Context: an optimization exercise on an open-source flow, tuned for small area and a short achievable clock period. The choices shown serve that exercise and are no tape-out recipe.
No functional check of the RTL was part of any run shown here.

## flow/design.v (module list and top-level ports; edited modules follow where they fit)
// module quadrature_decoder: 9 lines
// module StepperPositionController: 1295 lines
// module sp_csa: 10 lines
// module sp_hsa: 9 lines
// module sp_rca: 22 lines
// module sp_inc: 19 lines
// module sp_ugt: 19 lines
// module sp_rddec: 11 lines
module StepperPositionController (
    input clk,
    input reset,
    input write,
    input [4:0] address,
    input signed [31:0] writedata,
    input read,
    output signed [31:0] readdata,
    output step,
    output dir,
    input A,
    input B,
    input I,
    output reg enable,
    output reg [1:0] MS,
    input endswitch
  );
  // ...
==> flow/flow/run.sh <==
#!/bin/bash
# The standard layout (standard.sh), with two changes passed to ORFS:
#  - the clock tree uses sky130_fd_sc_hd__clkbuf_8 cells on sink clusters of at
#    most 14 flip-flops within 70 um, without the dummy loads CTS otherwise adds
#    for balancing;
#  - the port buffers are sky130_fd_sc_hd__buf_2 cells.
# Each tool's output goes to the ORFS logs under orfs/logs; standard.sh's own
# output to standard.log.
set -o pipefail
export CTS_ARGS="-sink_clustering_enable -repair_clock_nets -dont_use_dummy_load -buf_list sky130_fd_sc_hd__clkbuf_8 -sink_clustering_size 14 -sink_clustering_max_diameter 70"
export BUFFER_PORTS_ARGS="-buffer_cell sky130_fd_sc_hd__buf_2"
bash standard.sh > standard.log 2>&1
==> flow/standard.sh <==
#!/bin/bash
# synth_recipe.tcl (not shown) runs the flow's synth.tcl, then flattens the netlist and writes it again
# the make line also repeats each setting of config.mk as NAME=value (left out here)
make -C /OpenROAD-flow-scripts/flow DESIGN_CONFIG=/design/flow/config.mk WORK_HOME=/design/flow/orfs CLKGATE_MAP_FILE= SYNTH_SCRIPT=/design/flow/synth_recipe.tcl "${@:-finish}"
==> flow/config.mk <==
export PLATFORM = sky130hd
export DESIGN_NAME = StepperPositionController
export DESIGN_NICKNAME = StepperPositionController
export VERILOG_FILES = /design/flow/design.v
export SDC_FILE = /design/flow/constraint.sdc
export NUM_CORES = 4
export LEC_CHECK = 0
export ABC_AREA = 1
export CAP_MARGIN = 20
export CORE_MARGIN = 2
export CORE_UTILIZATION = 40
export CTS_BUF_LIST = sky130_fd_sc_hd__clkbuf_8
export SLEW_MARGIN = 20
export SYNTH_HIERARCHICAL = 1
==> flow/constraint.sdc <==
create_clock -name core_clock -period 100.0 [get_ports {clk}]
set_input_delay 20.0000 -clock core_clock [delete_from_list [all_inputs] [get_ports {clk}]]
set_output_delay 20.0000 -clock core_clock [all_outputs]
set_load 0.01 [all_outputs]
==> impl_metrics.csv, run 1 <==
group,metric,value,unit
final_layout,syn2layout_area_growth,4.658,%
cts,clockBufferDepth,3,
setup_path,critPathKind,"primary input to output port",
setup_path,crit_family,"compound AO/OA/AOI/OAI gates",
setup_path,regToRegSetupSlack,66360,ps
setup_path,cpPeakStageDelay,470,ps
run,cap_violations,0,
setup_path,crit_top_cell,"a221oi_1",
cts,path_clk_slew,100,ps
detailed_routing,post_drt_wl_per_cell,23.53,um
floorplan,initial_core_util,40.34,%
setup_path,path_depth,15,
status,outcome,"timing/DRC/antenna clean",
floorplan,coreArea,147800,sq um
final_layout,nClkBuffers,54,
detailed_routing,drt-met1-wl,80.84,mm
global_route,grt_max_degree,160,
cts,ctsResizeCount,0,
setup_path,crit_buf_inv,4,
cts,clock_sinks,655,
logic_synthesis,syn_area_per_cell,8.941,sq um
sta,postLayoutSetupSlackWorst,56850,ps
sta,setup_tns,0,ps
setup_path,crit_path_end,"readdata[6]",
setup_path,worst-path-max-fanout,28,
final_layout,buf_share,1.766,%
sta,whs,359.1,ps
floorplan,ios,82,
sta,worst_pin_slew,1188,ps
logic_synthesis,syn_inst,6670,
detailed_routing,wl,197.3,mm
final_layout,final_common_cell,"nand2_1",
detailed_routing,ant_nets,0,
placed_design,pre_cts_ws,56890,ps
final_layout,multiInputGateArea,38770,sq um
sta,rsz0062_at_grt,"no",
final_layout,fin_nets,7411,
setup_path,critPathLaunch,"address[1]",
sta,final-setup-viol-count,0,
setup_path,reg2reg_depth,90,
placed_design,dp.cells,8327,
==> run 2, diff against run 1 <==
--- a/flow/design.v
+++ b/flow/design.v
@@ -1284,27 +1284,25 @@
   assign rd_src[12] = pos_offset;
   assign rd_src[13] = {31'd0, endswitch};
   assign rd_src[14] = ticks_per_millisecond;
   assign rd_src[15] = {31'd0, enable};
   assign rd_src[16] = {30'd0, MS};
   assign rd_src[17] = result_freq;
   assign rd_src[18] = ramp_up_limit;
   assign rd_src[19] = ramp_up_threshold;
-  reg [31:0] rd;
-  integer rk;
-  always @(*) begin
-    rd = 32'd0;
-    for (rk = 0; rk < 20; rk = rk + 1) begin
-      rd[7:0] = rd[7:0] | (rd_src[rk][7:0] & {8{rsel0[rk]}});
-      rd[15:8] = rd[15:8] | (rd_src[rk][15:8] & {8{rsel1[rk]}});
-      rd[23:16] = rd[23:16] | (rd_src[rk][23:16] & {8{rsel2[rk]}});
-      rd[31:24] = rd[31:24] | (rd_src[rk][31:24] & {8{rsel3[rk]}});
-    end
-  end
+  wire [31:0] rd;
+  assign rd[7:0] =
+    ((((((rd_src[0][7:0] & {8{rsel0[0]}}) | (rd_src[1][7:0] & {8{rsel0[1]}})) | ((rd_src[2][7:0] & {8{rsel0[2]}}) | (rd_src[3][7:0] & {8{rsel0[3]}}))) | (((rd_src[4][7:0] & {8{rsel0[4]}}) | (rd_src[5][7:0] & {8{rsel0[5]}})) | ((rd_src[6][7:0] & {8{rsel0[6]}}) | (rd_src[7][7:0] & {8{rsel0[7]}})))) | ((((rd_src[8][7:0] & {8{rsel0[8]}}) | (rd_src[9][7:0] & {8{rsel0[9]}})) | ((rd_src[10][7:0] & {8{rsel0[10]}}) | (rd_src[11][7:0] & {8{rsel0[11]}}))) | (((rd_src[12][7:0] & {8{rsel0[12]}}) | (rd_src[13][7:0] & {8{rsel0[13]}})) | ((rd_src[14][7:0] & {8{rsel0[14]}}) | (rd_src[15][7:0] & {8{rsel0[15]}}))))) | (((rd_src[16][7:0] & {8{rsel0[16]}}) | (rd_src[17][7:0] & {8{rsel0[17]}})) | ((rd_src[18][7:0] & {8{rsel0[18]}}) | (rd_src[19][7:0] & {8{rsel0[19]}}))));
+  assign rd[15:8] =
+    ((((((rd_src[0][15:8] & {8{rsel1[0]}}) | (rd_src[1][15:8] & {8{rsel1[1]}})) | ((rd_src[2][15:8] & {8{rsel1[2]}}) | (rd_src[3][15:8] & {8{rsel1[3]}}))) | (((rd_src[4][15:8] & {8{rsel1[4]}}) | (rd_src[5][15:8] & {8{rsel1[5]}})) | ((rd_src[6][15:8] & {8{rsel1[6]}}) | (rd_src[7][15:8] & {8{rsel1[7]}})))) | ((((rd_src[8][15:8] & {8{rsel1[8]}}) | (rd_src[9][15:8] & {8{rsel1[9]}})) | ((rd_src[10][15:8] & {8{rsel1[10]}}) | (rd_src[11][15:8] & {8{rsel1[11]}}))) | (((rd_src[12][15:8] & {8{rsel1[12]}}) | (rd_src[13][15:8] & {8{rsel1[13]}})) | ((rd_src[14][15:8] & {8{rsel1[14]}}) | (rd_src[15][15:8] & {8{rsel1[15]}}))))) | (((rd_src[16][15:8] & {8{rsel1[16]}}) | (rd_src[17][15:8] & {8{rsel1[17]}})) | ((rd_src[18][15:8] & {8{rsel1[18]}}) | (rd_src[19][15:8] & {8{rsel1[19]}}))));
+  assign rd[23:16] =
+    ((((((rd_src[0][23:16] & {8{rsel2[0]}}) | (rd_src[1][23:16] & {8{rsel2[1]}})) | ((rd_src[2][23:16] & {8{rsel2[2]}}) | (rd_src[3][23:16] & {8{rsel2[3]}}))) | (((rd_src[4][23:16] & {8{rsel2[4]}}) | (rd_src[5][23:16] & {8{rsel2[5]}})) | ((rd_src[6][23:16] & {8{rsel2[6]}}) | (rd_src[7][23:16] & {8{rsel2[7]}})))) | ((((rd_src[8][23:16] & {8{rsel2[8]}}) | (rd_src[9][23:16] & {8{rsel2[9]}})) | ((rd_src[10][23:16] & {8{rsel2[10]}}) | (rd_src[11][23:16] & {8{rsel2[11]}}))) | (((rd_src[12][23:16] & {8{rsel2[12]}}) | (rd_src[13][23:16] & {8{rsel2[13]}})) | ((rd_src[14][23:16] & {8{rsel2[14]}}) | (rd_src[15][23:16] & {8{rsel2[15]}}))))) | (((rd_src[16][23:16] & {8{rsel2[16]}}) | (rd_src[17][23:16] & {8{rsel2[17]}})) | ((rd_src[18][23:16] & {8{rsel2[18]}}) | (rd_src[19][23:16] & {8{rsel2[19]}}))));
+  assign rd[31:24] =
+    ((((((rd_src[0][31:24] & {8{rsel3[0]}}) | (rd_src[1][31:24] & {8{rsel3[1]}})) | ((rd_src[2][31:24] & {8{rsel3[2]}}) | (rd_src[3][31:24] & {8{rsel3[3]}}))) | (((rd_src[4][31:24] & {8{rsel3[4]}}) | (rd_src[5][31:24] & {8{rsel3[5]}})) | ((rd_src[6][31:24] & {8{rsel3[6]}}) | (rd_src[7][31:24] & {8{rsel3[7]}})))) | ((((rd_src[8][31:24] & {8{rsel3[8]}}) | (rd_src[9][31:24] & {8{rsel3[9]}})) | ((rd_src[10][31:24] & {8{rsel3[10]}}) | (rd_src[11][31:24] & {8{rsel3[11]}}))) | (((rd_src[12][31:24] & {8{rsel3[12]}}) | (rd_src[13][31:24] & {8{rsel3[13]}})) | ((rd_src[14][31:24] & {8{rsel3[14]}}) | (rd_src[15][31:24] & {8{rsel3[15]}}))))) | (((rd_src[16][31:24] & {8{rsel3[16]}}) | (rd_src[17][31:24] & {8{rsel3[17]}})) | ((rd_src[18][31:24] & {8{rsel3[18]}}) | (rd_src[19][31:24] & {8{rsel3[19]}}))));
   assign readdata = rd;
 endmodule
 module sp_csa #(parameter N = 1) (
     input [N-1:0] a,
     input [N-1:0] b,
     input [N-1:0] c,
     output [N-1:0] s,
     output [N-1:0] co
==> run 2 against run 1 <==
Effect of this change: global-route usage up 2.6 points; critical path depth down 5; die area down 1.3%; final area down 0.80%; first-iteration DRC count up 33%; non-clock buffer count up 18; wire length up 9.2%; critical endpoint is now readdata[2]; largest cell class unchanged; highest routed layer is now met5.
==> impl_metrics.csv, run 2 <==
group,metric,value,unit
min_path,worstHoldPathCells,0,
sta,maxSlewViolCount,0,
placed_design,io_buffer_count,79,
cts,post_cts.repair.setup_buffers,0,
floorplan,initial_core_util,40.35,%
floorplan,coreArea,145900,sq um
floorplan,die_w,387.7,um
logic_synthesis,syn_inst,6529,
global_route,grt_pass1_wl,324.7,mm
setup_path,cpPeakStageDelay,780,ps
cts,cts_buffers,59,
placed_design,placed_cell_area,61080,sq um
placed_design,dpl.hpwl,161.6,mm
cts,clock_sinks,655,
final_layout,final_cell_mix,"1192 x nand2_1, 743 x inv_1, 724 x o22ai_1, 720 x fa_1, 580 x xor2_1",
placed_design,pre_cts_ws,57160,ps
min_path,hold_start,"ms_lfsr[9]",
final_layout,layout-drive-gt1-share,5.846,%
detailed_routing,post_drt_wl_per_cell,26.01,um
global_route,antenna_found_initial,9,
final_layout,fin_nets,7322,
sta,final-setup-viol-count,0,
min_path,hold_end,"ms_lfsr[10]",
floorplan,die_area,150300,sq um
final_layout,n_fill_cell,14290,
setup_path,reg2reg_to,"res_nz",
setup_path,reg2reg_depth,89,
global_route,grt_usage,28.52,%
floorplan,die_h,387.7,um
setup_path,start_kind,"primary input",
cts,ctsResizeCount,0,
detailed_routing,vias,49490,
final_layout,final_area,61920,sq um
sta,hold_violations,0,
cts,htree_num_levels,2,
sta,postLayoutSetupSlackWorst,57010,ps
sta,fmax,23.26,MHz
logic_synthesis,yosys_warnings,7,
sta,finClkSkew,121.7,ps
setup_path,crit_buf_inv,5,
setup_path,slowest_stage,"a2111oi_0",
global_route,grt_pass1_vias,49230,
sta,rsz0062_at_grt,"no",
setup_path,worst-path-max-fanout,28,
sta,slew_headroom,18.42,%
sta,fin_crit,42990,ps
final_layout,syn2layout_area_growth,5.155,%
setup_path,regToRegSetupSlack,66820,ps
setup_path,r2r-start,"position[0]",
setup_path,critPathKind,"primary input to output port",
sta,setup_tns,0,ps
global_route,grt_max_degree,120,
global_route,grt_remaining_overflow,0,
setup_path,crit_required,80000,ps
setup_path,path_cells,"buf_2 > buf_4 > inv_1 > nand3_1 > nor2_1 > inv_1 > o2111ai_1 > a2111oi_0 > o2111ai_1 > buf_2",
detailed_routing,wl,215.5,mm
detailed_routing,drc,0,
setup_path,crit_family,"compound AO/OA/AOI/OAI gates",
cts,path_clk_slew,90,ps
final_layout,final_common_cell,"nand2_1",
sta,worst_pin_slew,1222,ps
detailed_routing,vias_per_cell,5.974,
placed_design,gp_congestion,0.9512,
min_path,min-delay-path-class,"register to register",
setup_path,end_kind,"output port",
detailed_routing,dr.pass1.iters,9,
cts,holdBufCountCts,0,
run,cap_violations,0,
status,outcome,"timing/DRC/antenna clean",
sta,post-route-period-util,42.99,%
cts,clock-root-buffer,"clkbuf_8",
floorplan,row_count,140,
cts,cts_tree,"built",
logic_synthesis,syn_area_per_cell,9.018,sq um
floorplan,ios,82,
setup_path,cp_data_arrival_time,22990,ps
logic_synthesis,netlist_area,58880,sq um
cts,clockBufferDepth,3,
detailed_routing,drtIter0Drc,6171,
cts,clk_latency,800,ps
detailed_routing,ant_nets,0,
run 2: layout make-up:
cell class,instances,area [sq um],area share [%]
antenna,4,10.01,0.01617
clock buffer,59,812.0,1.312
inverter,770,2898,4.680
multi-input combinational,4697,38170,61.65
sequential,655,16450,26.57
tap,1917,2399,3.874
timing repair buffer,182,1172,1.893
run 2: worst max-delay path by stage:
stage	start	end	slack, ps	cells past startpoint
5_1_grt	address[1]	readdata[2]	56900	10
3_3_place_gp	address[1]	readdata[2]	57130	10
3_5_place_dp	address[1]	readdata[2]	57160	10
2_1_floorplan	address[4]	readdata[7]	58990	8
6_report	address[1]	readdata[2]	57010	10
4_1_cts	address[1]	readdata[2]	57110	10
run 2: per-layer routing:
metal / wire (um) / vias to the layer above / share of wire [%] / global-route usage, %
li1: - / 21230 / - / -
met1: 88590 / 24880 / 41 / 39.96
met2: 93890 / 2864 / 44 / 42.56
met3: 22170 / 508 / 10 / 5.940
met4: 10780 / 6 / 5.0 / 12.57
met5: 31 / - / 0.014 / 0
run 2: through the flow:
step	util [%]	cells	hold WS, ps
6_report	42.43	8284	384.9
5_1_grt	42.43	8281	396.9
4_1_cts	42.42	8279	385.9
3_5_place_dp	41.86	8220	369.4
3_3_place_gp	41.86	8220	360.1
2_1_floorplan	-	6537	331.2
run 2: worst reg2reg max path, delay by kind of cell (launching register included):
kind,cells,cell delay [ps]
adders and majority gates,68,28580
AOI/OAI and AO/OA,5,1420
and+or+nand+nor,12,1300
buffers and inverters,3,1140
DFF,1,430
xor gates and xnor gates,1,210

## static timing again, ports no longer ideal
How much do the figures lean on ideal ports? The routed layouts below were timed once more, with nothing changed but the port constraints.
Step 1: set_driving_cell puts a clkbuf_16 on clk and a buf_2 on each other input, an assumption about the parent block.
Step 2 moves the port delays by t, midway between the first and last clock arrival at a register: inputs arrive t later, outputs are due t later. That takes back most of the time a late clock gives input paths.
Three values: ideal ports, drivers, drivers and shift; two values: the first two.
| run | t, ns | setup WS [ns] | worst setup path after step 2 | pins driven straight from the clock port |
|---|---|---|---|---|
| run 1 | 0.778 | 56.846 / 56.816 / 56.816 | input to output | 1 |
| run 2 | 0.814 | 57.007 / 56.948 / 56.948 | input to output | 1 |
After both steps every run listed still meets setup and hold. For run 2, which loses most, drivers alone change the setup slack by -0.059 ns; drivers and shift together by -0.059 ns.
